This is an optimization exercise on Yosys and OpenROAD, whose aim is small area and a short achievable clock period, not a production implementation. In this exercise RTL edits were held to simulation tests only and were not proved equivalent to the original.

north:
==> flow/design.v (excerpt) <==
module piano_top (
    input CP,
    input clr,
    input[4:0] sw,
    input[4:0] Button,
    input[11:0] rom_data,
    output[16:0] rom_addr,
    output melody,
    output[4:0] led,
    output[6:0] a_to_g,
    output[3:0] an,
    output hsync,vsync,
    output[3:0] red,green,blue
);
Size in the first run: about 980 cells after synthesis, roughly 0.0078 mm^2 of cells after synthesis.
export LEC_CHECK = 0
export CAP_MARGIN = 20
export CORE_MARGIN = 2
export CORE_UTILIZATION = 65
export PLACE_DENSITY = 0.75
export SLEW_MARGIN = 20
create_clock -name core_clock -period 100.0 [get_ports {CP}]
standard.sh (not shown) runs the stock make flow with config.mk's settings and CLKGATE_MAP_FILE= SYNTH_SCRIPT=/design/flow/synth_recipe.tcl, a recipe that flattens the netlist after the stock synthesis.
==> flow/flow/run.sh <==
#!/bin/bash
# The standard layout (standard.sh), with these changes:
# - synthesis (flow/my_synth.tcl): arithmetic maps to plain gates (no
#   Kogge-Stone carry map, no full-adder cells) and ABC runs an area-oriented
#   script with two rounds of deep logic resynthesis (flow/area.abc);
#   registers and their
#   names are as in the standard synthesis;
# - port buffers are the smallest buffer cell;
# - the clock tree uses clkbuf_4 cells and no dummy loads;
# - repair_timing works on paths with less than 57.7 ns of slack: the paths
#   from the switch inputs to the outputs, which set the period reached.
# make's output goes to standard.log; each step's log is under orfs/logs.
set -euo pipefail
here=$(pwd)
bash standard.sh SYNTH_SCRIPT=$here/flow/my_synth.tcl ADDER_MAP_FILE= \
  "BUFFER_PORTS_ARGS=-buffer_cell sky130_fd_sc_hd__buf_1" \
  "CTS_ARGS=-sink_clustering_enable -repair_clock_nets -buf_list sky130_fd_sc_hd__clkbuf_4 -sink_clustering_size 20 -sink_clustering_max_diameter 300 -sink_buffer_max_cap_derate 1.0 -dont_use_dummy_load" \
  SETUP_SLACK_MARGIN=57.7 \
  finish > standard.log 2>&1
==> flow/flow/area.abc <==
strash; ifraig; dc2; dc2; dc2; &get -n; &deepsyn -T 300; &put; strash; dc2; &get -n; &deepsyn -T 200 -S 2; &put; strash; &get -n; &st; &dch -f; &nf -R 1000; &put; topo
==> flow/flow/my_synth.tcl <==
# The standard flow's synthesis (ORFS synth.tcl, without Yosys's fsm and share passes), with
# ripple arithmetic instead of the Kogge-Stone carry map and an area-oriented
# ABC script (flow/area.abc).
set my_dir [file dirname [file normalize [info script]]]
proc synth {args} {
  set out {}
  set skip 0
  foreach a $args {
    if {$skip} { set skip 0; continue }
    if {$a eq "-extra-map"} { set skip 1; continue }
    lappend out $a
  }
  yosys synth -nofsm -noshare {*}$out
}
proc abc {args} {
  global my_dir
  set out {}
  set skip 0
  foreach a $args {
    if {$skip} { set skip 0; continue }
    if {$a eq "-script"} { set skip 1; continue }
    lappend out $a
  }
  yosys abc -script $my_dir/area.abc {*}$out
}
source $::env(SCRIPTS_DIR)/synth.tcl
# left out here: clear keep_hierarchy, flatten, clean up, hide names made inside functions, write 1_2_yosys.v
north went all the way through the flow, and no timing, DRC or antenna check failed.
Setup changes, north to south
--- a/flow/flow/run.sh
+++ b/flow/flow/run.sh
@@ -3,6 +3,5 @@
 # - synthesis (flow/my_synth.tcl): arithmetic maps to plain gates (no
 #   Kogge-Stone carry map, no full-adder cells) and ABC runs an area-oriented
-#   script with two rounds of deep logic resynthesis (flow/area.abc);
-#   registers and their
+#   script with deep logic resynthesis (flow/area.abc); registers and their
 #   names are as in the standard synthesis;
 # - port buffers are the smallest buffer cell;
==> flow/flow/area.abc <==
strash; ifraig; dc2; dc2; dc2; &get -n; &deepsyn -T 300; &put; strash; &get -n; &st; &dch -f; &nf -R 1000; &put; topo
### Flow results
Result: PASS for each of north and south
south ended up with a higher count of different cell masters after synthesis than north did.
Summary of south over north: overall track demand over capacity in global routing went down 1.6 points, die outline area held.
Compared north against south; finished layout cell area within noise.

piano_top again, from the RTL that the note above started with.
==> flow/config.mk <==
export PLATFORM = sky130hd
export DESIGN_NAME = piano_top
export DESIGN_NICKNAME = piano_top
export VERILOG_FILES = /design/flow/design.v
export SDC_FILE = /design/flow/constraint.sdc
export NUM_CORES = 4
export LEC_CHECK = 0
export CAP_MARGIN = 20
export CORE_MARGIN = 2
export CORE_UTILIZATION = 65
export PLACE_DENSITY = 0.75
export SLEW_MARGIN = 20
==> flow/constraint.sdc <==
create_clock -name core_clock -period 100.0 [get_ports {CP}]
set_input_delay 20.0000 -clock core_clock [delete_from_list [all_inputs] [get_ports {CP}]]
set_output_delay 20.0000 -clock core_clock [all_outputs]
set_load 0.01 [all_outputs]
==> flow/flow/run.sh <==
#!/bin/bash
# The standard layout (standard.sh), with these changes:
# - synthesis (flow/my_synth.tcl): arithmetic maps to plain gates (no
#   Kogge-Stone carry map, no full-adder cells) and ABC runs an area-oriented
#   script with two rounds of deep logic resynthesis (flow/area.abc);
#   registers and their
#   names are as in the standard synthesis;
# - port buffers are the smallest buffer cell;
# - the clock tree uses clkbuf_4 cells and no dummy loads;
# - repair_timing works on paths with less than 57.7 ns of slack: the paths
#   from the switch inputs to the outputs, which set the period reached.
# make's output goes to standard.log; each step's log is under orfs/logs.
set -euo pipefail
here=$(pwd)
bash standard.sh SYNTH_SCRIPT=$here/flow/my_synth.tcl ADDER_MAP_FILE= \
  "BUFFER_PORTS_ARGS=-buffer_cell sky130_fd_sc_hd__buf_1" \
  "CTS_ARGS=-sink_clustering_enable -repair_clock_nets -buf_list sky130_fd_sc_hd__clkbuf_4 -sink_clustering_size 20 -sink_clustering_max_diameter 300 -sink_buffer_max_cap_derate 1.0 -dont_use_dummy_load" \
  SETUP_SLACK_MARGIN=57.7 \
  finish > standard.log 2>&1
==> flow/flow/area.abc <==
strash; ifraig; dc2; dc2; dc2; &get -n; &deepsyn -T 300; &put; strash; dc2; &get -n; &deepsyn -T 200 -S 2; &put; strash; dch -f; amap; topo
Scripts as last shown in full above: flow/flow/my_synth.tcl
Change:
--- a/flow/flow/run.sh
+++ b/flow/flow/run.sh
@@ -5,3 +5 @@
-#   script with two rounds of deep logic resynthesis (flow/area.abc);
-#   registers and their
-#   names are as in the standard synthesis;
+#   script (flow/area.abc); registers and their names are as standard;
@@ -9,3 +7 @@
-# - the clock tree uses clkbuf_4 cells and no dummy loads;
-# - repair_timing works on paths with less than 57.7 ns of slack: the paths
-#   from the switch inputs to the outputs, which set the period reached.
+# - the clock tree uses clkbuf_4 cells and no dummy loads.
@@ -18 +13,0 @@
-  SETUP_SLACK_MARGIN=57.7 \
==> flow/flow/area.abc (replaced) <==
strash; ifraig; dc2; dc2; dc2; &get -n; &st; &dch -f; &nf -a -R 1000; &put; topo
--- a/flow/flow/my_synth.tcl
+++ b/flow/flow/my_synth.tcl
@@ -3 +3 @@
-# ABC script (flow/area.abc).
+# ABC script.
Outcome:
- cell area increases by 7.2%
- cell count came out higher by 6.8%
- sequential share of layout area went down by 2.3 points
- die area came out higher by 14%
- clock skew drops by 0.013 ns
- worst hold slack gets worse by 0.021 ns
- wire length grows by 19%
- setup slack degrades by 0.37 ns

## afterwards: timing with drivers on the ports
No port has a modelled driver above. Below, the same layouts with a new extraction and two added sets of constraints.
Step 1 assumes that a clkbuf_16 drives the clock port and a buf_2 every other input.
Step 2 also shifts input and output timing later by t, the mid clock arrival at the registers, as if the neighbouring blocks saw the same clock.
Slacks: no drivers / after step 1 / after step 2; pairs: no drivers / after step 1.
run	t (ns)	setup slack, ns	slew at the worst register clock pin (ns)	worst data-port slew with drivers (ns)	cell pins on the clock port's net
north	0.570	57.796 / 57.748 / 57.748	0.12 / 0.12	0.06	1
south	0.534	57.799 / 57.777 / 57.777	0.10 / 0.10	0.03	1
the first run of note 2	0.559	57.359 / 57.299 / 57.299	0.12 / 0.12	0.08	1
the second run of note 2	0.582	56.994 / 56.972 / 56.972	0.12 / 0.12	0.04	1
After both steps setup and hold are still met in every run listed. The setup slack of the first run of note 2, which loses most, moves by -0.060 ns with the drivers and by -0.060 ns with both steps.
